Background: an optimization exercise with open tools, aiming at small area, a short achievable clock period and few clock cycles per item. Do not read the settings as production practice. Where RTL was checked, it was by simulation tests only, not by an equivalence proof against the original. The RTL of run 1 was laid out without a check of its function.

### flow/flow/run.sh
#!/bin/bash
set -euo pipefail
bash standard.sh SETUP_SLACK_MARGIN=6.5 TNS_END_PERCENT=100 finish > orfs_make.log 2>&1
### flow/standard.sh
#!/bin/bash
# synth_recipe.tcl (not shown) runs the flow's synth.tcl, then flattens the netlist and writes it again
# the make line also repeats each setting of config.mk as NAME=value (left out here)
make -C /OpenROAD-flow-scripts/flow DESIGN_CONFIG=/design/flow/config.mk WORK_HOME=/design/flow/orfs CLKGATE_MAP_FILE= SYNTH_SCRIPT=/design/flow/synth_recipe.tcl "${@:-finish}"
### flow/config.mk
export PLATFORM = sky130hd
export DESIGN_NAME = FFT_Top
export DESIGN_NICKNAME = FFT_Top
export VERILOG_FILES = /design/flow/design.v
export SDC_FILE = /design/flow/constraint.sdc
export NUM_CORES = 4
export LEC_CHECK = 0
export CAP_MARGIN = 20
export CORE_MARGIN = 2
export CORE_UTILIZATION = 40
export CTS_BUF_LIST = sky130_fd_sc_hd__clkbuf_4 sky130_fd_sc_hd__clkbuf_8 sky130_fd_sc_hd__clkbuf_16
export CTS_CLUSTER_SIZE = 25
export PLACE_DENSITY = 0.6
export SLEW_MARGIN = 20
### flow/constraint.sdc
create_clock -name core_clock -period 10.0 [get_ports {iCLK}]
set_input_delay 2.0000 -clock core_clock [delete_from_list [all_inputs] [get_ports {iCLK}]]
set_output_delay 2.0000 -clock core_clock [all_outputs]
set_load 0.01 [all_outputs]
### flow/design.v
`timescale 1 ns / 100 ps
module D_REG(iRSTn,
             iCLK,
             iEN,
             iCLR,
             iDATA,
             oDATA);
    parameter WL = 8;
    input	iRSTn;
    input	iCLK;
    input	iEN;
    input	iCLR;
    input	[WL-1:0] iDATA;
    output	[WL-1:0] oDATA;
    reg 	[WL-1:0] oDATA;
    always @(posedge iCLK or negedge iRSTn)
    begin
        if (~iRSTn)
        begin
            oDATA <= 0;
        end
        else if (iCLR)
        begin
            oDATA <= 0;
        end
            else if (iEN)
            begin
            oDATA	 <= iDATA;
            end
        else
        begin
            oDATA	 <= oDATA;
        end
    end
endmodule
`timescale 1 ns / 100 ps
module COUNTER_VER3	(iCLK,
                     iRSTn,
                     iEN,
                     iCLR,
                     oCNT);
parameter WL  = 8;
parameter IV  = 0;  
parameter LSB = 2;
parameter ECV = 13;  
input	       		iCLK;
input	       		iRSTn;
input	     		iCLR;
input	       		iEN;
output	[WL-1:0]	oCNT;
reg		[WL-1:0]	oCNT;
always @(negedge iRSTn or posedge iCLK)
begin
    if (~iRSTn)
    begin
        oCNT <= IV ;
    end
    else if (iCLR)
    begin
        oCNT <= IV ;
    end
        else if (iEN)
        begin
        if (oCNT[WL-1:LSB] == ECV)
        begin
            oCNT <= IV;
        end
        else
        begin
            oCNT <= oCNT+1;
        end
        end
    else
    begin
        oCNT <= oCNT;
    end
end
endmodule
`timescale 1 ns / 100 ps
module BF(iDATA1,
          iDATA2,
          oDATA_add,
          oDATA_sub);
    parameter IL = 16;
    parameter OL = IL+1;
    input	[IL-1:0] 	iDATA1;
    input	[IL-1:0] 	iDATA2;
    output	[OL-1:0] 	oDATA_add;
    output	[OL-1:0] 	oDATA_sub;
    assign oDATA_add = {iDATA1[IL-1],iDATA1} + {iDATA2[IL-1],iDATA2};
    assign oDATA_sub = {iDATA1[IL-1],iDATA1} - {iDATA2[IL-1],iDATA2};
endmodule
`timescale 1 ns / 100 ps
module CLIP(iDATA,
            oDATA);
    parameter IL = 10;  
    parameter OL = 8;  
    input  [IL-1:0] iDATA;  
    output [OL-1:0] oDATA;  
    wire   [OL-1:0] oDATA;
    assign oDATA = (iDATA[IL-1]) ?
    ((((&iDATA[IL-2:OL-1]) == 0)|((|iDATA[OL-2:0]) == 0)) ?
    ({iDATA[IL-1],{(OL-2){1'b0}},{1'b1}}) :
    ({iDATA[IL-1],iDATA[OL-2:0]})) :  
    ((|(iDATA[IL-2:OL-1])) ?
    ({iDATA[IL-1],{(OL-1){1'b1}}}) : ({iDATA[IL-1],iDATA[OL-2:0]}));
endmodule
`timescale 1 ns / 100 ps
module ROUND_2B(iDATA,
                oDATA);
    parameter IL = 10;
    parameter OL = 7;
    parameter RL = IL - OL;
    input [IL-1:0] iDATA;
    output [OL-1:0] oDATA;
    wire [1:0] sel = iDATA[RL-1:RL-2];
    assign oDATA = (iDATA[IL-1] == 0) ?
    (&iDATA[IL-2:RL-1]) ?
    (iDATA[IL-1:RL]) :
    (iDATA[IL-1:RL]+iDATA[RL-1]) :
    (sel == 2'b00 || sel == 2'b01) ?
    (iDATA[IL-1:RL]) :
    (sel == 2'b10) ?
    (iDATA[IL-1:RL]+|(iDATA[RL-2:0])) : (iDATA[IL-1:RL]+1'b1);
endmodule
`timescale 1 ns / 100 ps
module CPX_MULT(iCLK,
                iRSTn,
                iEN,
                iCLR,
                iDATA_re_1,
                iDATA_im_1,
                iDATA_re_2,
                iDATA_im_2,
                oDATA_re,
                oDATA_im);
    parameter IL1 = 9;
    parameter IL2 = 10;
    parameter OL  = IL1+IL2;
    input 				iCLK;
    input				iRSTn;
    input				iEN;
    input				iCLR;
    input	[IL1-1:0]	iDATA_re_1;
    input	[IL1-1:0]	iDATA_im_1;
    input	[IL2-1:0]	iDATA_re_2;
    input	[IL2-1:0]	iDATA_im_2;
    output	[OL-1:0]	oDATA_re, oDATA_im;
    wire	[OL-2:0]	comp_re_1, comp_im_1;
    wire	[OL-2:0]	comp_re_2, comp_im_2;
    wire	[OL-1:0]	oDATA_re_tmp;
    wire	[OL-1:0]	oDATA_im_tmp;
    wire	[OL-2:0]	D_ff_re1, D_ff_im1,D_ff_re2, D_ff_im2;
    wire	[OL-2:0] 	iDATA1_re_ext  = {{(IL2-1){iDATA_re_1[IL1-1]}}, iDATA_re_1};
    wire 	[OL-2:0] 	iDATA2_re_ext = {{(IL1-1){iDATA_re_2[IL2-1]}}, iDATA_re_2};
    wire	[OL-2:0] 	iDATA1_im_ext  = {{(IL2-1){iDATA_im_1[IL1-1]}}, iDATA_im_1};
    wire	[OL-2:0] 	iDATA2_im_ext  = {{(IL1-1){iDATA_im_2[IL2-1]}}, iDATA_im_2};
    assign	comp_re_1 = iDATA1_re_ext*iDATA2_re_ext;
    assign	comp_re_2 = iDATA1_im_ext*iDATA2_im_ext;
    assign	comp_im_1 = iDATA1_re_ext*iDATA2_im_ext;
    assign	comp_im_2 = iDATA2_re_ext*iDATA1_im_ext;
    assign	oDATA_re_tmp = {{comp_re_1[OL-2],comp_re_1}}-{{comp_re_2[OL-2],comp_re_2}};
    assign	oDATA_im_tmp = {{comp_im_1[OL-2],comp_im_1}}+{{comp_im_2[OL-2],comp_im_2}};
    D_REG#(
    .WL(OL)
    )D_FF_oDATA_RE(
    .iCLK(iCLK),
    .iRSTn(iRSTn),
    .iEN(iEN),
    .iCLR(iCLR),
    .iDATA(oDATA_re_tmp),
    .oDATA(oDATA_re)
    );
    D_REG#(
    .WL(OL)
    )D_FF_oDATA_IM(
    .iCLK(iCLK),
    .iRSTn(iRSTn),
    .iEN(iEN),
    .iCLR(iCLR),
    .iDATA(oDATA_im_tmp),
    .oDATA(oDATA_im)
    );
endmodule
`timescale 1 ns / 100 ps
module TW_ROM(twiddle_addr,
              oDATA_RE,
              oDATA_IM);
    parameter WL = 10;
    parameter WN = 3;
    parameter paraP0000 = 10'b0000000000;  
    parameter paraP3827 = 10'b0011000100;  
    parameter paraN3827 = 10'b1100111100;  
    parameter paraP7071 = 10'b0101101010;  
    parameter paraN7071 = 10'b1010010110;  
    parameter paraP9239 = 10'b0111011001;  
    parameter paraN9239 = 10'b1000100110;  
    parameter paraP1000 = 10'b0111111111;  
    parameter paraN1000 = 10'b1000000001;  
    input		[WN-1:0]		twiddle_addr;
    output		[WL-1:0] 		oDATA_RE;
    output  	[WL-1:0] 		oDATA_IM;
    reg			[WL-1:0]		oDATA_RE;
    reg			[WL-1:0]		oDATA_IM;
    always @(*)
    begin
        case(twiddle_addr)	 
            'd00:
            begin
                oDATA_RE = paraP1000;
                oDATA_IM = paraP0000;
            end
            'd01:
            begin
                oDATA_RE = paraP9239;
                oDATA_IM = paraN3827;
            end
            'd02:
            begin
                oDATA_RE = paraP7071;
                oDATA_IM = paraN7071;
            end
            'd03:
            begin
                oDATA_RE = paraP3827;
                oDATA_IM = paraN9239;
            end
            'd04:
            begin
                oDATA_RE = paraP0000;
                oDATA_IM = paraN1000;
            end
            'd05:
            begin
                oDATA_RE = paraN3827;
                oDATA_IM = paraN9239;
            end
            'd06:
            begin
                oDATA_RE = paraN7071;
                oDATA_IM = paraN7071;
            end
            'd07:
            begin
                oDATA_RE = paraN9239;
                oDATA_IM = paraN3827;
            end
            default:
            begin
                oDATA_RE = 10'b0100000000;
                oDATA_IM = 10'b0000000000;
            end
        endcase
    end
endmodule
`timescale 1 ns / 100 ps
module SINGLE_BF(iRSTn,
                 iCLK,
                 iCLR,
                 iEN,
                 STATE,
                 iDATA,
                 oEN,
                 oDATA);
    parameter	STATE0	 = 3'b000;
    parameter	STATE1	 = 3'b001;
    parameter	STATE2	 = 3'b010;
    parameter	STATE3	 = 3'b011;
    parameter	STATE4	 = 3'b100;
    parameter	CNT	 = 	16;
    parameter	IL 	 = 	16;
    parameter	OL 	 = 	16;
    parameter	TW	  = 	10;
    input 					iRSTn;
    input 					iCLK;
    input 					iCLR;
    input					iEN;
    input	[2:0]			STATE;
    input	[2*IL-1:0]		iDATA;
    output 					oEN;
    output	[2*OL-1:0]		oDATA;
    wire	[IL-1:0]		iDATA_RE = iDATA[2*IL-1:IL];
    wire	[IL-1:0]		iDATA_IM = iDATA[IL-1:0];
    wire	[IL-1:0]		iDATA_RE_D;
    wire	[IL-1:0]		iDATA_IM_D;
    wire	[IL	 :0]		oDATA_RE_HIGH;
    wire	[IL	 :0]		oDATA_RE_LOW;
    wire	[IL	 :0]		oDATA_IM_HIGH;
    wire	[IL	 :0]		oDATA_IM_LOW;
    wire	[OL-1:0]		oDATA_RE_HIGH_C;
    wire	[OL-1:0]		oDATA_IM_HIGH_C;
    wire	[2*OL-1:0]		oDATA_HIGH;
    wire					Cnt_EN;
    wire	[3:0]			oCNT;
    wire	[2:0]			TW_ADDR;
    wire	[TW-1:0]		Tw_RE;
    wire	[TW-1:0]		Tw_IM;
    wire	[IL+TW:0]		oDATA_RE_LOW_TW;
    wire	[IL+TW:0]		oDATA_IM_LOW_TW;
    wire	[OL+1:0]		oDATA_RE_LOW_R;
    wire	[OL+1:0]		oDATA_IM_LOW_R;
    wire	[OL-1:0]		oDATA_RE_LOW_C;
    wire	[OL-1:0]		oDATA_IM_LOW_C;
    wire	[2*OL-1:0]		oDATA_LOW;
    wire	[2*OL-1:0]		oDATA_TMP;
    wire                    iEN_1D;
    wire                    iEN_2D;
    D_REG#(
    .WL(IL)
    )D_REG_BF1_RE(
    .iRSTn(iRSTn),
    .iCLK(iCLK),
    .iEN(iEN||oEN),
    .iCLR(iCLR),
    .iDATA(iDATA_RE),
    .oDATA(iDATA_RE_D)
    );
    D_REG#(
    .WL(IL)
    )D_REG_BF2_IM(
    .iRSTn(iRSTn),
    .iCLK(iCLK),
    .iEN(iEN||oEN),
    .iCLR(iCLR),
    .iDATA(iDATA_IM),
    .oDATA(iDATA_IM_D)
    );
    BF#(
    .IL(IL),
    .OL(IL+1)
    )BF_RE(
    .iDATA1(iDATA_RE_D),		 
    .iDATA2(iDATA_RE),
    .oDATA_add(oDATA_RE_HIGH),		 
    .oDATA_sub(oDATA_RE_LOW)
    );
    BF#(
    .IL(IL),
    .OL(IL+1)
    )BF_IM(
    .iDATA1	(iDATA_IM_D),
    .iDATA2	(iDATA_IM),
    .oDATA_add(oDATA_IM_HIGH),
    .oDATA_sub(oDATA_IM_LOW)
    );
    CLIP#(
    .IL(IL+1),
    .OL(OL)
    )CLIP_HIGH_RE(
    .iDATA(oDATA_RE_HIGH),
    .oDATA(oDATA_RE_HIGH_C)
    );
    CLIP#(
    .IL(IL+1),
    .OL(OL)
    )CLIP_HIGH_IM(
    .iDATA(oDATA_IM_HIGH),
    .oDATA(oDATA_IM_HIGH_C)
    );
    assign	oDATA_HIGH = {oDATA_RE_HIGH_C,oDATA_IM_HIGH_C};
    D_REG#(
    .WL(1'b1)
    )U_D_REG_EN_DELAY(
    .iRSTn(iRSTn),
    .iCLK(iCLK),
    .iEN(1'b1),
    .iCLR(iCLR),
    .iDATA(iEN),
    .oDATA(Cnt_EN)
    );
    COUNTER_VER3#(
    .WL(4),
    .IV(0),
    .LSB(0),
    .ECV(CNT-1)
    )U_COUNTER_V3_WC(
    .iCLK(iCLK),
    .iRSTn(iRSTn),
    .iEN(Cnt_EN),
    .iCLR(iCLR),
    .oCNT(oCNT)
    );
    assign TW_ADDR = (STATE == STATE1) ? {oCNT[3:1]} :
    (STATE == STATE2) ? {oCNT[2:1],1'b0} :
    (STATE == STATE3) ? {oCNT[3],2'b00} :
    (STATE == STATE4) ? {3'b000} : 0;
    TW_ROM U_TW_ROM(		 
    .twiddle_addr(TW_ADDR),
    .oDATA_RE(Tw_RE),
    .oDATA_IM(Tw_IM)
    );
    CPX_MULT#(
    .IL1(IL+1),
    .IL2(10)
    )CPX_MULT_LOW(
    .iCLK(iCLK),
    .iRSTn(iRSTn),
    .iEN(iEN||oEN),
    .iCLR(iCLR),
    .iDATA_re_1(oDATA_RE_LOW),
    .iDATA_im_1(oDATA_IM_LOW),
    .iDATA_re_2(Tw_RE),
    .iDATA_im_2(Tw_IM),
    .oDATA_re(oDATA_RE_LOW_TW),
    .oDATA_im(oDATA_IM_LOW_TW)
    );
    ROUND_2B#(
    .IL(IL+11),
    .OL(IL+2)
    )ROUND_2B_LOW_RE(
    .iDATA(oDATA_RE_LOW_TW),
    .oDATA(oDATA_RE_LOW_R)
    );
    ROUND_2B#(
    .IL(IL+11),
    .OL(IL+2)
    )ROUND_2B_LOW_IM(
    .iDATA(oDATA_IM_LOW_TW),
    .oDATA(oDATA_IM_LOW_R)
    );
    CLIP#(
    .IL(IL+2),
    .OL(OL)
    )CLIP_LOW_RE(
    .iDATA(oDATA_RE_LOW_R),
    .oDATA(oDATA_RE_LOW_C)
    );
    CLIP#(
    .IL(IL+2),
    .OL(OL)
    )CLIP_LOW_IM(
    .iDATA(oDATA_IM_LOW_R),
    .oDATA(oDATA_IM_LOW_C)
    );
    assign oDATA_LOW = {oDATA_RE_LOW_C,oDATA_IM_LOW_C};
    assign	oDATA_TMP = (oCNT[0] == 1) ?
    (oDATA_HIGH) :
    (oCNT[0] == 0) ?
    (oDATA_LOW) : (16'b0);
    D_REG#(
    .WL(1)
    )D_REG_iEN_1D(
    .iRSTn(iRSTn),
    .iCLK(iCLK),
    .iEN(1'b1),
    .iCLR(iCLR),
    .iDATA(iEN),
    .oDATA(iEN_1D)
    );
    D_REG#(
    .WL(1)
    )D_REG_iEN_2D(
    .iRSTn(iRSTn),
    .iCLK(iCLK),
    .iEN(1'b1),
    .iCLR(iCLR),
    .iDATA(iEN_1D),
    .oDATA(iEN_2D)
    );
    D_REG#(
    .WL(1)
    )D_REG_iEN_3D(
    .iRSTn(iRSTn),
    .iCLK(iCLK),
    .iEN(1'b1),
    .iCLR(iCLR),
    .iDATA(iEN_2D),
    .oDATA(oEN)
    );
    D_REG#(
    .WL(2*IL)
    )D_REG_BF_OUT(
    .iRSTn(iRSTn),
    .iCLK(iCLK),
    .iEN(iEN||oEN),
    .iCLR(iCLR),
    .iDATA(oDATA_TMP),
    .oDATA(oDATA)
    );
endmodule
`timescale 1 ns / 100 ps
module MEM_R_CTRL(iRSTn,
                  iCLK,
                  iStart_INT,
                  iCLR,
                  oEN_RC,
                  oEN,
                  RADDR,
                  STATE);
    parameter	STATE0	 = 3'b000;
    parameter	STATE1	 = 3'b001;
    parameter	STATE2	 = 3'b010;
    parameter	STATE3	 = 3'b011;
    parameter	STATE4	 = 3'b100;
    parameter	STATE5	 = 3'b101;
    parameter	CNT		   = 20;
    input 				iRSTn;
    input 				iCLK;
    input 				iStart_INT;
    input 				iCLR;
    output 				oEN_RC;
    output 				oEN;
    output	[6:0]		RADDR;
    output	[2:0]		STATE;
    reg		[2:0]		current_state;
    wire	[2:0]		next_state;
    wire				Cnt_EN;
    wire	[4:0]		oCNT;
    wire				oEN_FINAL;
    always @(posedge iCLK or negedge iRSTn)
    begin
        if (~iRSTn)
        begin
            current_state <= STATE0;
        end
        else if (iCLR)
        begin
            current_state <= STATE0;
        end
        else
        begin
            current_state <= next_state;
        end
    end
    assign next_state = (current_state == STATE0) ? ((iStart_INT == 1) ? STATE1 : STATE0) :
    (current_state == STATE1) ? ((oCNT == CNT-1) ?	STATE2 : STATE1) :
    (current_state == STATE2) ? ((oCNT == CNT-1) ? STATE3 : STATE2) :
    (current_state == STATE3) ? ((oCNT == CNT-1) ? STATE4 : STATE3) :
    (current_state == STATE4) ? ((oCNT == CNT-1) ? STATE5 : STATE4) :
    (current_state == STATE5) ? ((oCNT == CNT-1) ? STATE0 : STATE5) : STATE0;
    assign Cnt_EN = (current_state == STATE0) ? 1'b0 : 1'b1 ;
    COUNTER_VER3#(
    .WL(5),
    .IV(0),
    .LSB(0),
    .ECV(CNT-1)
    )U_COUNTER_V3_WC(
    .iCLK(iCLK),
    .iRSTn(iRSTn),
    .iEN(Cnt_EN),
    .iCLR(iCLR),
    .oCNT(oCNT)
    );
    assign	oEN_RC = (current_state == STATE1) ? ((oCNT < 5'd16) ? {1'b1} : 0) :
    (current_state == STATE2) ? ((oCNT < 5'd16) ? {1'b1} : 0) :
    (current_state == STATE3) ? ((oCNT < 5'd16) ? {1'b1} : 0) :
    (current_state == STATE4) ? ((oCNT < 5'd16) ? {1'b1} : 0) :
    (current_state == STATE5) ? ((oCNT < 5'd16) ? {1'b1} : 0) : 0;
    assign	RADDR = (current_state == STATE1) ? {3'b000,{oCNT[0]},{oCNT[3]},{oCNT[2]},{oCNT[1]}} :
    (current_state == STATE2) ? {3'b001,{oCNT[3]},{oCNT[0]},{oCNT[2]},{oCNT[1]}} :
    (current_state == STATE3) ? {3'b010,{oCNT[2]},{oCNT[1]},{oCNT[0]},{oCNT[3]}} :
    (current_state == STATE4) ? {3'b011,{oCNT[3:0]}} :
    (current_state == STATE5) ? {3'b100,{oCNT[3:0]}} :	0;
    assign	oEN_FINAL = 	(current_state == STATE5)	? ((oCNT < 5'd16) ? 1'b1 : 0) : 0;
    assign	STATE = current_state;
    D_REG#(
    .WL(1)
    )D_REG_oEN(
    .iRSTn(iRSTn),
    .iCLK(iCLK),
    .iCLR(iCLR),
    .iEN(1'b1),
    .iDATA(oEN_FINAL),
    .oDATA(oEN)
    );
endmodule
`timescale 1 ns / 100 ps
module MEM_W_CTRL(iRSTn,
                  iCLK,
                  iStart_W,
                  iCLR,
                  oEN_WC,
                  WADDR);
    parameter	STATE0		 = 3'b000;
    parameter	STATE1		 = 3'b001;
    parameter	STATE2		 = 3'b010;
    parameter	STATE3		 = 3'b011;
    parameter	STATE4		 = 3'b100;
    parameter	CNT			   = 20;
    input 				iRSTn;
    input 				iCLK;
    input 				iStart_W;
    input 				iCLR;
    output 				oEN_WC;
    output	[6:0]		WADDR;
    reg		[2:0]		current_state;
    wire				Cnt_EN;
    wire	[2:0]		next_state;
    wire	[4:0]		oCNT;
    always @(posedge iCLK or negedge iRSTn)
    begin
        if (~iRSTn)
        begin
            current_state <= STATE0;
        end
        else if (iCLR)
        begin
            current_state <= STATE0;
        end
        else
        begin
            current_state <= next_state;
        end
    end
    assign next_state = (current_state == STATE0) ? ((iStart_W == 1) ? STATE1 : STATE0) :
    (current_state == STATE1) ? ((oCNT == CNT-1) ? STATE2 : STATE1) :
    (current_state == STATE2) ? ((oCNT == CNT-1) ? STATE3 : STATE2) :
    (current_state == STATE3) ? ((oCNT == CNT-1) ? STATE4 : STATE3) :
    (current_state == STATE4) ? ((oCNT == CNT-1) ? STATE0 : STATE4) : STATE0;
    assign Cnt_EN = (current_state == STATE0) ? 1'b0 : 1'b1;
    COUNTER_VER3#(
    .WL(5),
    .IV(0),
    .LSB(0),
    .ECV(CNT-1)
    )U_COUNTER_V3_WC(
    .iCLK(iCLK),
    .iRSTn(iRSTn),
    .iEN(Cnt_EN),
    .iCLR(iCLR),
    .oCNT(oCNT)
    );
    assign	oEN_WC = (current_state == STATE1) ? ((oCNT < 5'd16) ? {1'b1} : 0) :
    (current_state == STATE2) ? ((oCNT < 5'd16) ? {1'b1} : 0) :
    (current_state == STATE3) ? ((oCNT < 5'd16) ? {1'b1} : 0) :
    (current_state == STATE4) ? ((oCNT < 5'd16) ? {1'b1} : 0) : 0;
    assign	WADDR = (current_state == STATE1) ? {3'b001,{oCNT[0]},{oCNT[3]},{oCNT[2]},{oCNT[1]}} :
    (current_state == STATE2) ? {3'b010,{oCNT[3]},{oCNT[0]},{oCNT[2]},{oCNT[1]}} :
    (current_state == STATE3) ? {3'b011,{oCNT[2]},{oCNT[1]},{oCNT[0]},{oCNT[3]}} :
    (current_state == STATE4) ? {3'b100,{oCNT[3:0]}} : 0;
endmodule
`timescale 1 ns / 100 ps
module MEMORY(clka,
              ena,
              wea,
              addra,
              dina,
              clkb,
              enb,
              addrb,
              doutb);
    input           clka;
    input           ena;
    input           wea;
    input   [6:0]   addra;
    input   [31:0]  dina;
    input           clkb;
    input           enb;
    input   [6:0]   addrb;
    output  [31:0]  doutb;
    reg     [31:0]  doutb;
    reg     [31:0]  mem [0:79];
    always @(posedge clka)
    begin
        if (ena && wea)
            mem[addra] <= dina;
    end
    always @(posedge clkb)
    begin
        if (enb)
            doutb <= mem[addrb];
    end
endmodule
`timescale 1 ns / 100 ps
module FFT_Top(iRSTn,
               iCLK,
               iStart_INT,
               iCLR,
               iWR_EN,
               iWR_ADDR,
               iWR_DATA,
               oREADY,
               oEN,
               oDATA_re,
               oDATA_im);
    input               iRSTn;
    input               iCLK;
    input               iStart_INT;
    input               iCLR;
    input               iWR_EN;
    input   [3:0]       iWR_ADDR;
    input   [31:0]      iWR_DATA;
    output              oREADY;
    output              oEN;
    output  [15:0]      oDATA_re;
    output  [15:0]      oDATA_im;
    reg                 fresh;       
    reg     [3:0]       nf;          
    reg     [3:0]       fi;          
    reg     [15:0]      asg;         
    reg     [63:0]      wmap;        
    reg     [63:0]      rmap;        
    wire    [3:0]       ws;
    reg                 ir_we, ir_st;
    reg     [3:0]       ir_a;
    reg     [31:0]      ir_d;
    always @(posedge iCLK or negedge iRSTn)
    begin
        if (~iRSTn) begin
            ir_we <= 1'b0;
            ir_st <= 1'b0;
        end
        else begin
            ir_we <= iWR_EN;
            ir_st <= iStart_INT & ~iCLR;
        end
    end
    reg                 ir_rew;
    reg     [3:0]       ir_wm;
    wire                byp   = ir_we && (ir_a == iWR_ADDR);
    always @(posedge iCLK)
    begin
        ir_a   <= iWR_ADDR;
        ir_d   <= iWR_DATA;
        ir_rew <= ~iCLR & ~ir_st & (asg[iWR_ADDR] | byp);
        ir_wm  <= byp ? ws : wmap[iWR_ADDR*4 +: 4];
    end
    wire    [3:0]       wm_a  = ir_wm;
    wire                rew   = ir_rew;
    wire    [3:0]       rm_f  = fresh ? fi : rmap[fi*4 +: 4];
    assign              ws    = rew ? wm_a : nf;    
    wire    [3:0]       wm0_n = (ir_we && ir_a == 4'd0) ? ws : wmap[3:0];
    reg     [63:0]      wmap_n;
    integer             q;
    always @(*)
    begin
        wmap_n = wmap;
        if (ir_we) wmap_n[ir_a*4 +: 4] = ws;
    end
    always @(posedge iCLK or negedge iRSTn)
    begin
        if (~iRSTn) begin
            fresh <= 1'b1;
            nf    <= 4'd0;
            fi    <= 4'd1;
            asg   <= 16'd0;
        end
        else if (iCLR) begin
            fresh <= 1'b1;
            nf    <= 4'd0;
            fi    <= 4'd1;
            asg   <= 16'd0;
        end
        else if (ir_st) begin
            fresh <= 1'b0;
            nf    <= wm0_n;
            fi    <= 4'd1;
            asg   <= 16'd0;
        end
        else if (ir_we) begin
            asg[ir_a] <= 1'b1;
            if (~rew) begin
                nf <= rm_f;
                fi <= fi + 4'd1;
            end
        end
    end
    always @(posedge iCLK)
    begin
        wmap <= wmap_n;
        if (ir_st) rmap <= wmap_n;
    end
    reg     [511:0]     mem;
    genvar              g;
    generate
        for (g = 0; g < 16; g = g + 1) begin : G_MEM
            always @(posedge iCLK)
                if (ir_we && ws == g) mem[g*32 +: 32] <= ir_d;
        end
    endgenerate
    reg                 rd_act;
    reg     [3:0]       rd_t;
    always @(posedge iCLK or negedge iRSTn)
    begin
        if (~iRSTn) begin
            rd_act <= 1'b0;
            rd_t   <= 4'd0;
        end
        else if (iCLR) begin
            rd_act <= 1'b0;
            rd_t   <= 4'd0;
        end
        else if (ir_st) begin
            rd_act <= 1'b1;
            rd_t   <= 4'd0;
        end
        else if (rd_act) begin
            rd_t   <= rd_t + 4'd1;
            if (rd_t == 4'd15) rd_act <= 1'b0;
        end
    end
    reg                 rdy;
    always @(posedge iCLK or negedge iRSTn)
    begin
        if (~iRSTn) rdy <= 1'b1;
        else        rdy <= ~(ir_st & rd_act & (rd_t != 4'd15));
    end
    assign oREADY = rdy;
    wire    [3:0]       rd_t1 = rd_t + 4'd1;
    wire    [3:0]       rs_n  = ir_st ? wm0_n : rmap[rd_t1*4 +: 4];
    reg     [15:0]      rsh;         
    always @(posedge iCLK)
        rsh <= 16'd1 << rs_n;
    reg     [31:0]      rdat;
    integer             m;
    always @(*)
    begin
        rdat = 32'd0;
        for (m = 0; m < 16; m = m + 1)
            rdat = rdat | (mem[m*32 +: 32] & {32{rsh[m]}});
    end
    reg     [31:0]      fd;
    reg                 fv;
    reg     [3:0]       fidx;
    always @(posedge iCLK)
    begin
        fd   <= rdat;
        fidx <= rd_t;
    end
    always @(posedge iCLK or negedge iRSTn)
    begin
        if (~iRSTn)     fv <= 1'b0;
        else if (iCLR)  fv <= 1'b0;
        else            fv <= rd_act;
    end
    wire    [31:0]      y1, y2, y3, y4;
    wire                v1, v2, v3, v4;
    wire    [3:0]       i1, i2, i3, i4;
    SDF_S1 U_S1(.clk(iCLK), .rstn(iRSTn), .clr(iCLR), .x(fd), .xv(fv), .xi(fidx), .y(y1), .yv(v1), .yi(i1));
    SDF_S2 U_S2(.clk(iCLK), .rstn(iRSTn), .clr(iCLR), .x(y1), .xv(v1), .xi(i1), .y(y2), .yv(v2), .yi(i2));
    SDF_S3 U_S3(.clk(iCLK), .rstn(iRSTn), .clr(iCLR), .x(y2), .xv(v2), .xi(i2), .y(y3), .yv(v3), .yi(i3));
    SDF_S4 U_S4(.clk(iCLK), .rstn(iRSTn), .clr(iCLR), .x(y3), .xv(v3), .xi(i3), .y(y4), .yv(v4), .yi(i4));
    assign oEN      = v4;
    assign oDATA_re = y4[31:16];
    assign oDATA_im = y4[15:0];
endmodule
module TAGD(clk, rstn, clr, iv, ii, ov, oi);
    parameter N = 1;
    input               clk, rstn, clr;
    input               iv;
    input   [3:0]       ii;
    output  [N-1:0]     ov;          
    output  [4*N-1:0]   oi;
    reg     [N-1:0]     v;
    reg     [4*N-1:0]   t;
    always @(posedge clk or negedge rstn)
    begin
        if (~rstn)      v <= {N{1'b0}};
        else if (clr)   v <= {N{1'b0}};
        else if (N > 1) v <= {v[N-2:0], iv};
        else            v <= iv;
    end
    always @(posedge clk)
    begin
        if (N > 1) t <= {t[4*N-5:0], ii};
        else       t <= ii;
    end
    assign ov = v;
    assign oi = t;
endmodule
module SAT17(s, y);
    input   [16:0]  s;
    output  [15:0]  y;
    assign y = (s[16] != s[15]) ? (s[16] ? 16'h8001 : 16'h7fff) :
               (s[15:0] == 16'h8000) ? 16'h8001 : s[15:0];
endmodule
module SAT18(s, y);
    input   [17:0]  s;
    output  [15:0]  y;
    wire            ov = s[17] ? ~(&s[16:15]) : (|s[16:15]);
    assign y = ov ? (s[17] ? 16'h8001 : 16'h7fff) :
               (s[15:0] == 16'h8000) ? 16'h8001 : s[15:0];
endmodule
module ADDKS(a, b, ci, s, co);
    parameter N = 17;
    input   [N-1:0] a, b;
    input           ci;
    output  [N-1:0] s;
    output          co;
    reg     [N:0]   G, P, Gn, Pn;
    integer         l, i;
    always @(*)
    begin
        G = {a & b, ci};
        P = {a ^ b, 1'b0};
        for (l = 1; l < N + 1; l = l * 2) begin
            Gn = G;
            Pn = P;
            for (i = l; i < N + 1; i = i + 1) begin
                Gn[i] = G[i] | (P[i] & G[i - l]);
                Pn[i] = P[i] & P[i - l];
            end
            G = Gn;
            P = Pn;
        end
    end
    assign s  = (a ^ b) ^ G[N-1:0];
    assign co = G[N];
endmodule
module ADDBK(a, b, ci, s, co);
    parameter N = 17;
    input   [N-1:0] a, b;
    input           ci;
    output  [N-1:0] s;
    output          co;
    function integer toppow;
        input integer n;
        integer t;
        begin
            t = 1;
            while (t * 2 < n) t = t * 2;
            toppow = t;
        end
    endfunction
    localparam TOP = toppow(N + 1);
    reg     [N:0]   G, P;
    integer         l, i;
    always @(*)
    begin
        G = {a & b, ci};
        P = {a ^ b, 1'b0};
        for (l = 1; l <= TOP; l = l * 2)
            for (i = 2 * l - 1; i < N + 1; i = i + 2 * l) begin
                G[i] = G[i] | (P[i] & G[i - l]);
                P[i] = P[i] & P[i - l];
            end
        for (l = TOP / 2; l >= 1; l = l / 2)
            for (i = 3 * l - 1; i < N + 1; i = i + 2 * l) begin
                G[i] = G[i] | (P[i] & G[i - l]);
                P[i] = P[i] & P[i - l];
            end
    end
    assign s  = (a ^ b) ^ G[N-1:0];
    assign co = G[N];
endmodule
module R511(d, r);
    input   [16:0]  d;
    output  [17:0]  r;
    wire            c = d[8] & (d[16] | (|d[7:0]));
    wire            co;
    ADDKS #(.N(18)) U_A(.a({d[16], d}), .b({{10{~d[16]}}, ~d[16:9]}), .ci(~c), .s(r), .co(co));
endmodule
module BFTOP(a, b, y);
    input   [31:0]  a, b;
    output  [31:0]  y;
    wire    [16:0]  sr, si;
    wire            cr, ci;
    ADDKS #(.N(17)) U_AR(.a({a[31], a[31:16]}), .b({b[31], b[31:16]}), .ci(1'b0), .s(sr), .co(cr));
    ADDKS #(.N(17)) U_AI(.a({a[15], a[15:0]}),  .b({b[15], b[15:0]}),  .ci(1'b0), .s(si), .co(ci));
    SAT17 U_R(.s(sr), .y(y[31:16]));
    SAT17 U_I(.s(si), .y(y[15:0]));
endmodule
module BFSUB(a, b, rot, dr, di);
    input   [31:0]  a, b;
    input           rot;
    output  [16:0]  dr, di;
    wire    [15:0]  ar = a[31:16], ai = a[15:0], br = b[31:16], bi = b[15:0];
    wire    [15:0]  p1 = rot ? ai : ar;
    wire    [15:0]  q1 = rot ? bi : br;
    wire    [15:0]  p2 = rot ? br : ai;
    wire    [15:0]  q2 = rot ? ar : bi;
    wire            cr, ci;
    ADDKS #(.N(17)) U_AR(.a({p1[15], p1}), .b(~{q1[15], q1}), .ci(1'b1), .s(dr), .co(cr));
    ADDKS #(.N(17)) U_AI(.a({p2[15], p2}), .b(~{q2[15], q2}), .ci(1'b1), .s(di), .co(ci));
endmodule
module CSA27(a, b, c, s, y);
    input   [26:0]  a, b, c;
    output  [26:0]  s, y;
    wire    [26:0]  m = (a & b) | (a & c) | (b & c);
    assign s = a ^ b ^ c;
    assign y = {m[25:0], 1'b0};
endmodule
module SDF_S1(clk, rstn, clr, x, xv, xi, y, yv, yi);
    input               clk, rstn, clr;
    input   [31:0]      x;
    input               xv;
    input   [3:0]       xi;
    output  [31:0]      y;
    output              yv;
    output  [3:0]       yi;
    localparam D = 8;
    wire    [8:0]       tv;
    wire    [35:0]      ti;
    TAGD #(.N(9)) U_TAG(.clk(clk), .rstn(rstn), .clr(clr), .iv(xv), .ii(xi), .ov(tv), .oi(ti));
    wire                osel = ti[4*7+3];
    assign yv = tv[8];
    assign yi = ti[35:32];
    reg     [255:0]     sr;          
    wire    [31:0]      a = sr[255:224];
    wire                bf = xv & xi[3];
    wire    [31:0]      top;
    BFTOP U_TOP(.a(a), .b(x), .y(top));
    wire    [16:0]      dr, di;
    BFSUB U_SUB(.a(a), .b(x), .rot(xi[2]), .dr(dr), .di(di));
    reg     [16:0]      d1r, d1i;
    reg     [1:0]       k1;
    reg                 s1;
    reg     [3:0]       bp;
    always @(posedge clk)
    begin
        d1r <= dr;
        d1i <= di;
        k1  <= xi[1:0];
        s1  <= xi[0] & (xi[2] | xi[1]);      
        bp  <= {bp[2:0], bf};
    end
    wire    [17:0]      e1r = {d1r[16], d1r};
    wire    [17:0]      e1i = {d1i[16], d1i};
    wire    [17:0]      sx, sy;
    wire                cx, cy;
    ADDKS #(.N(18)) U_PX(.a(e1r), .b(e1i),  .ci(1'b0), .s(sx), .co(cx));
    ADDKS #(.N(18)) U_PY(.a(e1i), .b(~e1r), .ci(1'b1), .s(sy), .co(cy));
    wire    [17:0]      xx = (k1 == 2'd2) ? sx : e1r;
    wire    [17:0]      yy = (k1 == 2'd2) ? sy : e1i;
    reg     [18:0]      w2r, w2i;
    reg     [17:0]      v2r, v2i;
    reg                 eA2, eB2, gBr, gDr, gFr, gGr, gAi, gBi, gCi, gDi, gEi, gFi, gGi, s2;
    wire                k1_0 = (k1 == 2'd0), k1_1 = (k1 == 2'd1), k1_2 = (k1 == 2'd2), k1_3 = (k1 == 2'd3);
    always @(posedge clk)
    begin
        w2r <= k1_3 ? {yy[17], yy} : k1_2 ? {xx, 1'b0} : {xx[17], xx};
        v2r <= k1[1] ? xx : yy;
        w2i <= k1_3 ? {xx[17], xx} : k1_2 ? {yy, 1'b0} : {yy[17], yy};
        v2i <= k1[1] ? yy : xx;
        eA2 <= ~k1_2;
        eB2 <= ~k1_0;
        s2  <= s1;
        gBr <= k1[0];
        gDr <= ~k1[0];
        gFr <= k1[0];
        gGr <= ~k1[0];
        gAi <= k1_3;
        gBi <= k1[0] ^ k1_3;
        gCi <= ~k1_3;
        gDi <= ~k1[0] ^ k1_3;
        gEi <= k1_1;
        gFi <= k1[0] ^ k1_1;
        gGi <= ~k1[0] ^ k1_1;
    end
    reg     [1:0]       k2;
    always @(posedge clk)
        k2 <= k1;
    wire    [26:0]      ar_, br_, ai_, bi_;
    S1ROWS #(.PI(0)) U_RR(.w(w2r), .v(v2r), .k(k2), .s(s2), .eA(eA2), .eB(eB2),
                .gA(1'b0), .gB(gBr), .gC(1'b1), .gD(gDr), .gE(1'b0), .gF(gFr), .gG(gGr),
                .ps(ar_), .pc(br_));
    S1ROWS #(.PI(1)) U_RI(.w(w2i), .v(v2i), .k(k2), .s(s2), .eA(eA2), .eB(eB2),
                .gA(gAi), .gB(gBi), .gC(gCi), .gD(gDi), .gE(gEi), .gF(gFi), .gG(gGi),
                .ps(ai_), .pc(bi_));
    reg     [26:0]      c3rs, c3rc, c3is, c3ic;
    always @(posedge clk)
    begin
        c3rs <= ar_;
        c3rc <= br_;
        c3is <= ai_;
        c3ic <= bi_;
    end
    wire    [26:0]      qr, qi;
    wire                cqr, cqi;
    ADDKS #(.N(27)) U_QR(.a(c3rs), .b(c3rc), .ci(1'b0), .s(qr), .co(cqr));
    ADDKS #(.N(27)) U_QI(.a(c3is), .b(c3ic), .ci(1'b0), .s(qi), .co(cqi));
    reg     [17:0]      q4r, q4i;
    reg                 f4r, f4i;
    always @(posedge clk)
    begin
        q4r <= qr[26:9];
        q4i <= qi[26:9];
        f4r <= (&qr[8:0]) & ~qr[26];
        f4i <= (&qi[8:0]) & ~qi[26];
    end
    wire    [17:0]      rr, ri;
    wire                crr, cri;
    ADDKS #(.N(18)) U_FR(.a(q4r), .b(18'd0), .ci(f4r), .s(rr), .co(crr));
    ADDKS #(.N(18)) U_FI(.a(q4i), .b(18'd0), .ci(f4i), .s(ri), .co(cri));
    wire    [31:0]      bot;
    SAT18 U_CR(.s(rr), .y(bot[31:16]));
    SAT18 U_CI(.s(ri), .y(bot[15:0]));
    always @(posedge clk)
    begin
        sr[31:0]    <= x;
        sr[127:32]  <= sr[95:0];
        sr[159:128] <= bp[3] ? bot : sr[127:96];
        sr[255:160] <= sr[223:128];
    end
    reg     [31:0]      yr;
    always @(posedge clk)
        yr <= osel ? a : top;
    assign y = yr;
endmodule
module S1ROWS(w, v, k, s, eA, eB, gA, gB, gC, gD, gE, gF, gG, ps, pc);
    parameter PI = 0;
    input   [18:0]  w;
    input   [17:0]  v;
    input   [1:0]   k;
    input           s;               
    input           eA, eB;          
    input           gA, gB, gC, gD, gE, gF, gG;      
    output  [26:0]  ps, pc;
    wire    [18:0]  tA = w ^ {19{gA}}, tB = w ^ {19{gB}}, tC = w ^ {19{gC}}, tD = w ^ {19{gD}};
    wire    [17:0]  tE = v ^ {18{gE}}, tF = v ^ {18{gF}}, tG = v ^ {18{gG}};
    wire    [18:0]  uA = eA ? {~tA[18], tA[17:0]} : 19'd0;
    wire    [18:0]  uB = eB ? {~tB[18], tB[17:0]} : 19'd0;
    wire    [18:0]  uC = eB ? {~tC[18], tC[17:0]} : 19'd0;
    wire    [18:0]  uD = {~tD[18], tD[17:0]};
    wire    [17:0]  uE = eB ? {~tE[17], tE[16:0]} : 18'd0;
    wire    [17:0]  uF = eB ? {~tF[17], tF[16:0]} : 18'd0;
    wire    [17:0]  uG = eB ? {~tG[17], tG[16:0]} : 18'd0;
    wire    [26:0]  rA = {uA[17:0], 9'd0};
    wire    [26:0]  rB = {3'd0, uB, 5'd0};
    wire    [26:0]  rC = {5'd0, uC, 3'd0};
    wire    [26:0]  rD = s ? {7'd0, uD, 1'b0} : {8'd0, uD};
    wire    [26:0]  rE = {1'd0, uE, 8'd0};
    wire    [26:0]  rF = {3'd0, uF, 6'd0};
    wire    [26:0]  rG = {7'd0, uG, 2'd0};
    reg     [26:0]  rK;
    reg             fA, fB, fC, fD, fE, fF, fG, xA, xB, xE;
    always @(*)
    begin
        xA = (k != 2'd2);
        xB = (k != 2'd0);
        fA = PI ? (k == 2'd3) : 1'b0;
        fB = k[0] ^ (PI ? (k == 2'd3) : 1'b0);
        fC = PI ? (k != 2'd3) : 1'b1;
        fD = ~k[0] ^ (PI ? (k == 2'd3) : 1'b0);
        fE = PI ? (k == 2'd1) : 1'b0;
        fF = k[0] ^ (PI ? (k == 2'd1) : 1'b0);
        fG = ~k[0] ^ (PI ? (k == 2'd1) : 1'b0);
        rK = 27'd255;
        if (xA) rK = rK + (fA ? 27'd512 : 27'd0);                          
        if (xB) rK = rK + (fB ? 27'd32  : 27'd0) - 27'd8388608;            
        if (xB) rK = rK + (fC ? 27'd8   : 27'd0) - 27'd2097152;            
        if (s)  rK = rK + (fD ? 27'd2   : 27'd0) - 27'd524288;             
        else    rK = rK + (fD ? 27'd1   : 27'd0) - 27'd262144;             
        if (xB) rK = rK + (fE ? 27'd256 : 27'd0) - 27'd33554432;           
        if (xB) rK = rK + (fF ? 27'd64  : 27'd0) - 27'd8388608;            
        if (xB) rK = rK + (fG ? 27'd4   : 27'd0) - 27'd524288;             
    end
    wire    [26:0]  s1, c1, s2, c2, s3, c3, s4, c4, s5, c5, s6, c6;
    CSA27 U1(.a(rA), .b(rB), .c(rC), .s(s1), .y(c1));
    CSA27 U2(.a(rD), .b(rE), .c(rF), .s(s2), .y(c2));
    CSA27 U3(.a(s1), .b(c1), .c(s2), .s(s3), .y(c3));
    CSA27 U4(.a(c2), .b(rG), .c(rK), .s(s4), .y(c4));
    CSA27 U5(.a(s3), .b(c3), .c(s4), .s(s5), .y(c5));
    CSA27 U6(.a(s5), .b(c5), .c(c4), .s(s6), .y(c6));
    assign ps = s6;
    assign pc = c6;
endmodule
module SDF_S2(clk, rstn, clr, x, xv, xi, y, yv, yi);
    input               clk, rstn, clr;
    input   [31:0]      x;
    input               xv;
    input   [3:0]       xi;
    output  [31:0]      y;
    output              yv;
    output  [3:0]       yi;
    wire    [4:0]       tv;
    wire    [19:0]      ti;
    TAGD #(.N(5)) U_TAG(.clk(clk), .rstn(rstn), .clr(clr), .iv(xv), .ii(xi), .ov(tv), .oi(ti));
    wire                osel = ti[4*3+2];
    assign yv = tv[4];
    assign yi = ti[19:16];
    reg     [127:0]     sr;
    wire    [31:0]      a = sr[127:96];
    wire                bf = xv & xi[2];
    wire    [31:0]      top;
    BFTOP U_TOP(.a(a), .b(x), .y(top));
    wire    [16:0]      dr, di;
    BFSUB U_SUB(.a(a), .b(x), .rot(xi[1]), .dr(dr), .di(di));
    reg     [16:0]      d1r, d1i;
    reg                 w1;
    reg     [2:0]       bp;
    always @(posedge clk)
    begin
        d1r <= dr;
        d1i <= di;
        w1  <= xi[0];
        bp  <= {bp[1:0], bf};
    end
    wire    [17:0]      e1r = {d1r[16], d1r};
    wire    [17:0]      e1i = {d1i[16], d1i};
    wire    [17:0]      sx, sy;
    wire                cx, cy;
    ADDKS #(.N(18)) U_PX(.a(e1r), .b(e1i),  .ci(1'b0), .s(sx), .co(cx));
    ADDKS #(.N(18)) U_PY(.a(e1i), .b(~e1r), .ci(1'b1), .s(sy), .co(cy));
    reg     [17:0]      x2, y2;
    reg                 w2;
    always @(posedge clk)
    begin
        x2 <= w1 ? sx : e1r;
        y2 <= w1 ? sy : e1i;
        w2 <= w1;
    end
    wire    [26:0]      pr_s, pr_c, pi_s, pi_c;
    S2ROWS U_RR(.z(x2), .w(w2), .ps(pr_s), .pc(pr_c));
    S2ROWS U_RI(.z(y2), .w(w2), .ps(pi_s), .pc(pi_c));
    wire    [8:0]       lr, li;
    wire                lcr, lci;
    ADDKS #(.N(9)) U_LR(.a(pr_s[8:0]), .b(pr_c[8:0]), .ci(1'b0), .s(lr), .co(lcr));
    ADDKS #(.N(9)) U_LI(.a(pi_s[8:0]), .b(pi_c[8:0]), .ci(1'b0), .s(li), .co(lci));
    reg     [17:0]      c3rs, c3rc, c3is, c3ic;
    reg                 c3rk, c3ik;
    always @(posedge clk)
    begin
        c3rs <= pr_s[26:9];
        c3rc <= pr_c[26:9];
        c3is <= pi_s[26:9];
        c3ic <= pi_c[26:9];
        c3rk <= lcr;
        c3ik <= lci;
    end
    wire    [17:0]      qr, qi;
    wire                cqr, cqi;
    ADDKS #(.N(18)) U_QR(.a(c3rs), .b(c3rc), .ci(c3rk), .s(qr), .co(cqr));
    ADDKS #(.N(18)) U_QI(.a(c3is), .b(c3ic), .ci(c3ik), .s(qi), .co(cqi));
    wire    [31:0]      bot;
    SAT18 U_CR(.s(qr), .y(bot[31:16]));
    SAT18 U_CI(.s(qi), .y(bot[15:0]));
    always @(posedge clk)
    begin
        sr[31:0]   <= x;
        sr[95:32]  <= sr[63:0];
        sr[127:96] <= bp[2] ? bot : sr[95:64];
    end
    reg     [31:0]      yr;
    always @(posedge clk)
        yr <= osel ? a : top;
    assign y = yr;
endmodule
module S2ROWS(z, w, ps, pc);
    input   [17:0]  z;
    input           w;
    output  [26:0]  ps, pc;
    wire    [17:0]  up = {~z[17], z[16:0]};      
    wire    [17:0]  un = {z[17], ~z[16:0]};      
    wire    [26:0]  r1 = {up, 9'd0};
    wire    [26:0]  r2 = w ? {2'd0, un, 7'd0} : {9'd0, un};
    wire    [26:0]  r3 = w ? {4'd0, un, 5'd0} : 27'd0;
    wire    [26:0]  r4 = w ? {6'd0, up, 3'd0} : 27'd0;
    wire    [26:0]  r5 = w ? {8'd0, up, 1'b0} : 27'd0;
    wire    [26:0]  kw = 27'd255 - 27'd67108864 + 27'd128 - 27'd16777216
                   + 27'd32 - 27'd4194304 - 27'd1048576 - 27'd262144;
    wire    [26:0]  kn = 27'd255 - 27'd67108864 + 27'd1 - 27'd131072;
    wire    [26:0]  rk = (w ? kw : kn) + {26'd0, ~z[17]};
    wire    [26:0]  s1, c1, s2, c2, s3, c3, s4, c4;
    CSA27 U1(.a(r1), .b(r2), .c(r3), .s(s1), .y(c1));
    CSA27 U2(.a(r4), .b(r5), .c(rk), .s(s2), .y(c2));
    CSA27 U3(.a(s1), .b(c1), .c(s2), .s(s3), .y(c3));
    CSA27 U4(.a(s3), .b(c3), .c(c2), .s(s4), .y(c4));
    assign ps = s4;
    assign pc = c4;
endmodule
module SDF_S3(clk, rstn, clr, x, xv, xi, y, yv, yi);
    input               clk, rstn, clr;
    input   [31:0]      x;
    input               xv;
    input   [3:0]       xi;
    output  [31:0]      y;
    output              yv;
    output  [3:0]       yi;
    wire    [2:0]       tv;
    wire    [11:0]      ti;
    TAGD #(.N(3)) U_TAG(.clk(clk), .rstn(rstn), .clr(clr), .iv(xv), .ii(xi), .ov(tv), .oi(ti));
    wire                osel = ti[4*1+1];
    assign yv = tv[2];
    assign yi = ti[11:8];
    reg     [63:0]      sr;
    wire    [31:0]      a = sr[63:32];
    wire                bf = xv & xi[1];
    wire    [31:0]      top;
    BFTOP U_TOP(.a(a), .b(x), .y(top));
    wire    [16:0]      dr, di;
    BFSUB U_SUB(.a(a), .b(x), .rot(xi[0]), .dr(dr), .di(di));
    reg     [16:0]      d1r, d1i;
    reg                 b1;
    always @(posedge clk)
    begin
        d1r <= dr;
        d1i <= di;
        b1  <= bf;
    end
    wire    [17:0]      mr, mi;
    R511 U_MR(.d(d1r), .r(mr));
    R511 U_MI(.d(d1i), .r(mi));
    wire    [31:0]      bot;
    SAT18 U_CR(.s(mr), .y(bot[31:16]));
    SAT18 U_CI(.s(mi), .y(bot[15:0]));
    always @(posedge clk)
    begin
        sr[31:0]  <= x;
        sr[63:32] <= b1 ? bot : sr[31:0];
    end
    reg     [31:0]      yr;
    always @(posedge clk)
        yr <= osel ? a : top;
    assign y = yr;
endmodule
module SDF_S4(clk, rstn, clr, x, xv, xi, y, yv, yi);
    input               clk, rstn, clr;
    input   [31:0]      x;
    input               xv;
    input   [3:0]       xi;
    output  [31:0]      y;
    output              yv;
    output  [3:0]       yi;
    wire    [1:0]       tv;
    wire    [7:0]       ti;
    TAGD #(.N(2)) U_TAG(.clk(clk), .rstn(rstn), .clr(clr), .iv(xv), .ii(xi), .ov(tv), .oi(ti));
    wire                osel = ti[4*0+0];
    assign yv = tv[1];
    assign yi = ti[7:4];
    reg     [31:0]      sr;
    wire    [31:0]      a = sr;
    wire    [31:0]      top;
    BFTOP U_TOP(.a(a), .b(x), .y(top));
    wire    [16:0]      dr, di;
    BFSUB U_SUB(.a(a), .b(x), .rot(1'b0), .dr(dr), .di(di));
    reg     [16:0]      d1r, d1i;
    always @(posedge clk)
    begin
        d1r <= dr;
        d1i <= di;
    end
    wire    [17:0]      mr, mi;
    R511 U_MR(.d(d1r), .r(mr));
    R511 U_MI(.d(d1i), .r(mi));
    wire    [31:0]      bot;
    SAT18 U_CR(.s(mr), .y(bot[31:16]));
    SAT18 U_CI(.s(mi), .y(bot[15:0]));
    always @(posedge clk)
        sr <= x;
    reg     [31:0]      yr;
    always @(posedge clk)
        yr <= osel ? bot : top;
    assign y = yr;
endmodule
==> impl_metrics.toml, run 1 <==
[outcome]
status = "no timing/DRC/antenna violations"

[route]
drcViolationCount = 0
via_per_inst = 5.413
vias = 66130
drt_iter0_markers = 4729
antenna_left = 0
drt-total-wl_um = 261500
dr.pass1.iters = 5
wl_per_cell_um = 21.41

[floorplanning]
num_io_pins = 75
die_h_um = 491.8
die_w_um = 491.8
start_util = 0.4013
die_area_sq_um = 241900
coreArea_sq_um = 237200
std_cell_rows = 179

[placed_design]
dpl.hpwl_um = 182200
globalplace.congestion = 0.9084
dpl-instance-area_sq_um = 99470
pre_cts_slack_ps = 5618
port_buffers = 74

[setup_path]
worstSetupStartpointType = "flip-flop"
crit_type = "reg2reg"
worst-r2r-cell-count = 13
cp.arrival_ps = 4300
cp_max_fo = 5
worstSetupEndpointType = "flip-flop"
r2r_slack_ps = 6390
rr_startpoint = "U_S3.d1i[2]"
cp.required_ps = 10690
r2r_end = "U_S3.sr[32]"

[clock_tree]
clkTransAtPathRegs_ps = 60
cts_root_buf = "clkbuf_16"
cts_buffer_depth = 3
cts_buffers = 203
cts_tree = "yes"
htree_levels = 4
cts_num_sinks = 1929
clk_latency_ps = 880

[logic_synthesis]
netlist.area_leader.share = 0.2734
synthArstFlopShare = 0.02748
synthTopCellsByArea = "dfxtp_1, edfxtp_1, ha_1"
avgSynthCellArea_sq_um = 10.89
synth_area_leader_cell = "dfxtp_1"
synth_cell_types = 106
yosys_warnings = 15
synthCells = 8741
yosys_register_bits = 1929
synth_edf_count = 576
yosysSeqAreaShare = 0.4691
synth_area_sq_um = 95180
synthFlopType = "dfxtp_1"

[sta]
fin_skew_ps = 96.06
report.final.slew_viol_count = 0
final-hold-violation-count = 0
max_freq_mhz = 277.3
holdWs_ps = 293.4
fin_crit_sh = 0.3607
relSlewSlack = 0.3015
worst_slack_ps = 6393
grt_setup_unrepaired = "true"
setup_viol = 0
min_period_ps = 3607
worst_pin_slew_ps = 1048
finalSetupTns_ps = 0

[cells_and_area]
area_growth_pct = 14.55
layout_commonest_cell = "dfxtp_1"
fin_area_sq_um = 109000
final_nets = 9880
mostFrequentLayoutCells = "dfxtp_1, inv_1, ha_1, edfxtp_1, nor2_1"
drive_gt1_frac = 0.1142

[job]
maxCapViolCount = 0

[grt]
antenna_found_initial = 12
grt_pass1_wl_um = 394300
grt_remaining_overflow = 0
grt_usage = 0.2095
grt_pass1_vias = 65750
grt_max_degree = 112

[hold_path]
min_to = "U_S1.sr[191]"
hold_start = "U_S1.sr[159]"
whs_path_depth = 0
hold_path.class = "reg2reg"
registers in the layout, indices dropped and copies added (netlist names), 19 cells and up:
name	cells
U_S2.yr	32
mem	512
U_S1.c3is	27
fd	32
U_S1.w2r	19
U_S1.U_TAG.t	33
U_S4.yr	32
U_S1.c3rs	27
ir_d	32
U_S1.w2i	19
U_S3.sr	64
U_S1.yr	32
wmap	64
U_S1.sr	256
U_S4.sr	32
U_S1.c3rc	25
rmap	64
U_S1.c3ic	25
U_S2.sr	128
U_S3.yr	32
logic make-up after synthesis:
| family | Yosys count | synth area share |
|---|---|---|
| AO/OA/AOI/OAI | 1879 | 0.1352 |
| XOR/XNOR | 592 | 0.05447 |
| adder cells (fa/ha/maj) | 974 | 0.1531 |
| buffers and inverters | 990 | 0.03937 |
| flip-flops | 1929 | 0.4691 |
| multiplexers | 313 | 0.04180 |
| other | 2 | 0.00007890 |
| AND/OR/NAND/NOR | 2062 | 0.1069 |
per-stage QoR:
step / utilization / instances
floorplan: - / 8751
global placement: 0.4193 / 11750
detailed placement: 0.4194 / 11750
CTS: 0.4545 / 12170
global route: 0.4597 / 12220
finish: 0.4597 / 12220
per-layer routing:
metal / global-route usage / up-vias / wire (um)
met5: 0 / - / 45
met4: 0.07376 / 6 / 9334
met3: 0.02666 / 429 / 13250
met2: 0.3516 / 1831 / 124500
met1: 0.2773 / 32650 / 114400
li1: - / 31220 / -
layout make-up:
cell class | instances | area, sq um
tap | 3167 | 3963
sequential | 1929 | 44750
timing repair buffer | 224 | 2216
antenna | 2 | 5.005
inverter | 680 | 2560
fill | 21630 | 128100
multi-input combinational | 5835 | 48230
clock inverter | 114 | 1504
clock buffer | 265 | 5801
timing repair inverter | 1 | 5.005
worst max path at each step:
stage | to | from | cells past startpoint | slack [ps]
detailed placement | ir_wm[1] | iWR_ADDR[1] | 5 | 5620
global placement | U_S2.c3rk | U_S2.U_TAG.t[4] | 11 | 5660
CTS | oREADY | rdy | 1 | 6390
global route | U_S3.sr[32] | U_S3.d1i[2] | 13 | 6220
floorplan | ir_rew | iWR_ADDR[0] | 5 | 6500
finish | U_S3.sr[32] | U_S3.d1i[2] | 13 | 6390
Yosys cell counts, types with 45 or more instances:
cell type  number
nand3_1       127
nor2_1        585
nor3_1        138
o21a_1        140
xor2_1        303
or3_1          56
nand2b_1       86
fa_1          321
o21ai_0       339
dfxtp_1      1300
dfrtp_1        50
a22o_1        132
mux2_2         96
edfxtp_1      576
clkbuf_1      252
nand2_1       455
nand4_1        60
inv_1         680
mux2i_1       159
and2_1        177
buf_1          45
mux4_2         58
a221oi_1      147
and3_1         71
a21o_1        100
ha_1          644
a31oi_1        55
xnor2_1       289
o211ai_1       72
nor2b_1       142
a211oi_1       59
a21oi_1       433
worst max-delay path, stage by stage (launching register included):
cell and delay (ps):
dfxtp_2 320, or4_4 550, o31ai_4 190, fa_2 280
a21oi_4 80, nor2_4 100, nor3_2 60, or4_4 440
a211o_4 370, a21boi_4 160, nor3_2 80, a211o_4 350
o41ai_2 370, o31ai_1 120
what timing repair did:
item | 4_1_cts | 5_1_grt
pin swaps | 37 | 66
hold buffers | 0 | 0
setup buffers | 37 | 35
gates cloned | 5 | 6
setup endpoints to repair | 392 | 226
gates resized for setup | 197 | 192
hold endpoints to repair | 0 | 0
==> inputs of run 2 (changes only) <==
--- a/flow/design.v
+++ b/flow/design.v
@@ -1267,3 +1267,2 @@
     wire    [31:0]      a = sr[63:32];
-    wire                bf = xv & xi[1];
     wire    [31:0]      top;
@@ -1273,3 +1272,2 @@
     reg     [16:0]      d1r, d1i;
-    reg                 b1;
     always @(posedge clk)
@@ -1278,3 +1276,2 @@
         d1i <= di;
-        b1  <= bf;
     end
@@ -1283,13 +1280,16 @@
     R511 U_MI(.d(d1i), .r(mi));
-    wire    [31:0]      bot;
-    SAT18 U_CR(.s(mr), .y(bot[31:16]));
-    SAT18 U_CI(.s(mi), .y(bot[15:0]));
+    reg     [17:0]      m2r, m2i;
     always @(posedge clk)
     begin
-        sr[31:0]  <= x;
-        sr[63:32] <= b1 ? bot : sr[31:0];
+        m2r <= mr;
+        m2i <= mi;
     end
+    wire    [31:0]      bot;
+    SAT18 U_CR(.s(m2r), .y(bot[31:16]));
+    SAT18 U_CI(.s(m2i), .y(bot[15:0]));
+    always @(posedge clk)
+        sr <= {sr[31:0], x};
     reg     [31:0]      yr;
     always @(posedge clk)
-        yr <= osel ? a : top;
+        yr <= osel ? bot : top;
     assign y = yr;
==> flow/flow/run.sh (replaced) <==
#!/bin/bash
set -euo pipefail
bash standard.sh SETUP_SLACK_MARGIN=6.8 TNS_END_PERCENT=100 finish > orfs_make.log 2>&1
--- a/flow/config.mk
+++ b/flow/config.mk
@@ -10,4 +10,2 @@
 export CORE_UTILIZATION = 40
-export CTS_BUF_LIST = sky130_fd_sc_hd__clkbuf_4 sky130_fd_sc_hd__clkbuf_8 sky130_fd_sc_hd__clkbuf_16
-export CTS_CLUSTER_SIZE = 25
 export PLACE_DENSITY = 0.6
==> run 2 against run 1 <==
  * Synthesized cell count shrank 0.89%
  * Global-route usage is 0.51 points lower
  * Via count fell by 0.19%
  * Final area rose by 3.8%
  * First-iteration DRC count decreased by 8.1%
  * Flip-flop and latch count grew 35
  * Routed wire length is 1.9% lower
  * Utilization rose by 2.1 points
==> impl_metrics.toml, run 2 <==
[setup_path]
cp.required_ps = 10700
cp.arrival_ps = 4350
worstPathCellList = "ha_4 > inv_2 > fa_2 > nor2b_2 > o31a_1 > o31a_1 > o22ai_2 > xnor2_2 > or4_1 > or4_1 > o41a_1 > nor2_4 > nor3_4"
worstSetupStartpointType = "flip-flop"
slowest_delay_ps = 510
cp_max_fo = 5
crit_slowest_cell = "or4_1"
crit_type = "reg2reg"
worstSetupEndpointType = "flip-flop"

[sta]
worst_pin_slew_ps = 1133
relSlewSlack = 0.2434
worst_slack_ps = 6348
finalSetupTns_ps = 0
setup_viol = 0
fin_crit_sh = 0.3652
grt_setup_unrepaired = "true"
fin_skew_ps = 98.29
min_period_ps = 3652
final-hold-violation-count = 0
max_freq_mhz = 273.9
report.final.slew_viol_count = 0
holdWs_ps = 274.8

[cells_and_area]
largest_register = "mem"
multiInputGateArea_sq_um = 49660
largest_reg_flops = 512
largestRegisters = "mem: 512 flops, U_S1.sr: 256 flops, U_S2.sr: 128 flops"
final_nets = 9998
mostFrequentLayoutCells = "dfxtp_1, inv_1, ha_1, edfxtp_1, nor2_1"
regArea_sq_um = 45570
n_fill_cell = 21120
area_growth_pct = 19.07
drive_gt1_frac = 0.1728
layout_commonest_cell = "dfxtp_1"

[floorplanning]
die_h_um = 491.4
die_area_sq_um = 241500
die_w_um = 491.4
coreArea_sq_um = 235600
std_cell_rows = 178
start_util = 0.4033
num_io_pins = 75

[logic_synthesis]
netlist.area_leader.share = 0.2812
synthFlopType = "dfxtp_1"
synth_edf_count = 576
synthArstFlopShare = 0.02699
synth_cell_types = 91
yosys_warnings = 15
yosys_register_bits = 1964
synthTopCellsByArea = "dfxtp_1, edfxtp_1, ha_1"
synth_area_sq_um = 95030
synth_top_cells_by_count = "dfxtp_1, inv_1, ha_1, edfxtp_1, nor2_1"
avgSynthCellArea_sq_um = 10.97
synth_area_leader_cell = "dfxtp_1"
synth_most_common_cell = "dfxtp_1"
yosysSeqAreaShare = 0.4772
synthCells = 8663

[route]
wl_met3_um = 12370
vias = 66010
antenna_left = 0
via_per_inst = 5.356
drt-total-wl_um = 256500
drcViolationCount = 0
top_layer = "met5"
dr.pass1.iters = 6
wl_per_cell_um = 20.81
wl_met2_um = 124400
drt_iter0_markers = 4345
wl_met1_um = 112000

[clock_tree]
cts_hold_buffers = 0
cts_tree = "yes"
cts_root_buf = "clkbuf_16"
cts_num_sinks = 1964
cts_buffers = 204
cts_buffer_depth = 3
clk_latency_ps = 860
clkTransAtPathRegs_ps = 60
htree_levels = 4

[grt]
antenna_found_initial = 8
grt_pass1_wl_um = 388600
grt_max_degree = 67
grt_usage = 0.2044
grt_remaining_overflow = 0
grt_pass1_vias = 66460

[job]
maxCapViolCount = 0

[hold_path]
hold_path.class = "reg2reg"

[placed_design]
dpl.hpwl_um = 171700
pre_cts_slack_ps = 5350
globalplace.congestion = 0.8920
port_buffers = 74

[outcome]
status = "no timing/DRC/antenna violations"
==> run 2: kinds of logic after synthesis <==
logic type	after synthesis	synth area share
DFF	1964	0.4772
other	2	0.00007903
adders and majority gates	972	0.1532
xor gates and xnor gates	636	0.05862
buffers and inverters	955	0.03776
muxes	324	0.04321
AOI/OAI and AO/OA	1814	0.1279
and+or+nand+nor	1996	0.1020
==> run 2: worst paths after layout <==
path                                  start               to  slack [ps]  cells after the start
worst max-delay path            U_S2.yr[16]      U_S3.yr[28]        6350                     13
worst min-delay path            U_S2.sr[26]      U_S2.sr[58]         270                      0
worst max register to register  U_S2.yr[16]      U_S3.yr[28]        6350                     13
worst min register to register  U_S2.sr[26]      U_S2.sr[58]         270                      0
max in group asynchronous             iRSTn  U_S1.U_TAG.v[5]        8250                      2
min in group asynchronous             iRSTn            ir_st        1230                      2
==> run 2: per-stage QoR <==
| stage | instance area (sq um) | std cells | util |
|---|---|---|---|
| global placement | 99340 | 11660 | 0.4216 |
| global route | 113100 | 12320 | 0.4802 |
| floorplan | 95410 | 8673 | - |
| finish | 113200 | 12320 | 0.4802 |
| detailed placement | 99350 | 11660 | 0.4216 |
| CTS | 109800 | 12190 | 0.4658 |
==> run 2: routing by layer <==
layer,up-vias,global-route usage
met1,32680,0.2708
met4,8,0.06400
met2,1715,0.3457
li1,31180,-
met5,-,0
met3,423,0.02701
==> run 2: cell type report <==
cell class,instances,area share
clock inverter,95,0.01249
clock buffer,286,0.05303
tap,3150,0.03483
multi-input combinational,5762,0.4388
timing repair buffer,398,0.03574
inverter,661,0.02211
timing repair inverter,1,0.00006634
antenna,7,0.0001548
sequential,1964,0.4027
==> run 2: worst max-delay path: cells and delay by family (launching register included) <==
family,cells,cell delay [ps]
AO/OA/AOI/OAI,4,1230
buffers and inverters,1,40
flip-flops,1,380
XOR/XNOR,1,90
adder cells (fa/ha/maj),2,380
AND/OR/NAND/NOR,5,1340
==> run 2: repair_timing <==
item	4_1_cts	5_1_grt
gates resized for setup	516	538
pin swaps	150	283
endpoints found under the setup margin	672	324
setup buffers	128	116
cloned	15	13
Testbench counts of run 2, summed over its fixed seeds: cycles 3,360, items 192.

-- separate check: timing with driven ports --
The results above use ideal ports. As a check the final layouts listed here were re-extracted and re-timed, cells and wires unchanged.
Step 1, drivers: a clkbuf_16 drives iCLK and a buf_2 each remaining input, both assumed.
Step 2 also shifts input and output timing later by t, the mid clock arrival at the registers, as if the neighbouring blocks saw the same clock.
Three values: ideal ports, drivers, drivers and shift; two values: the first two.
run | t, ns | setup slack, ns | hold slack, ns | clock arrival spread, ns
run 1 | 0.936 | 6.393 / 6.374 / 5.837 | 0.293 / 0.293 / 0.293 | 0.123 / 0.123
run 2 | 0.923 | 6.348 / 6.348 / 5.946 | 0.275 / 0.275 / 0.275 | 0.136 / 0.137
After both steps setup and hold are still met in every run listed. The setup slack of run 1, which loses most, moves by -0.019 ns with the drivers and by -0.556 ns with both steps.
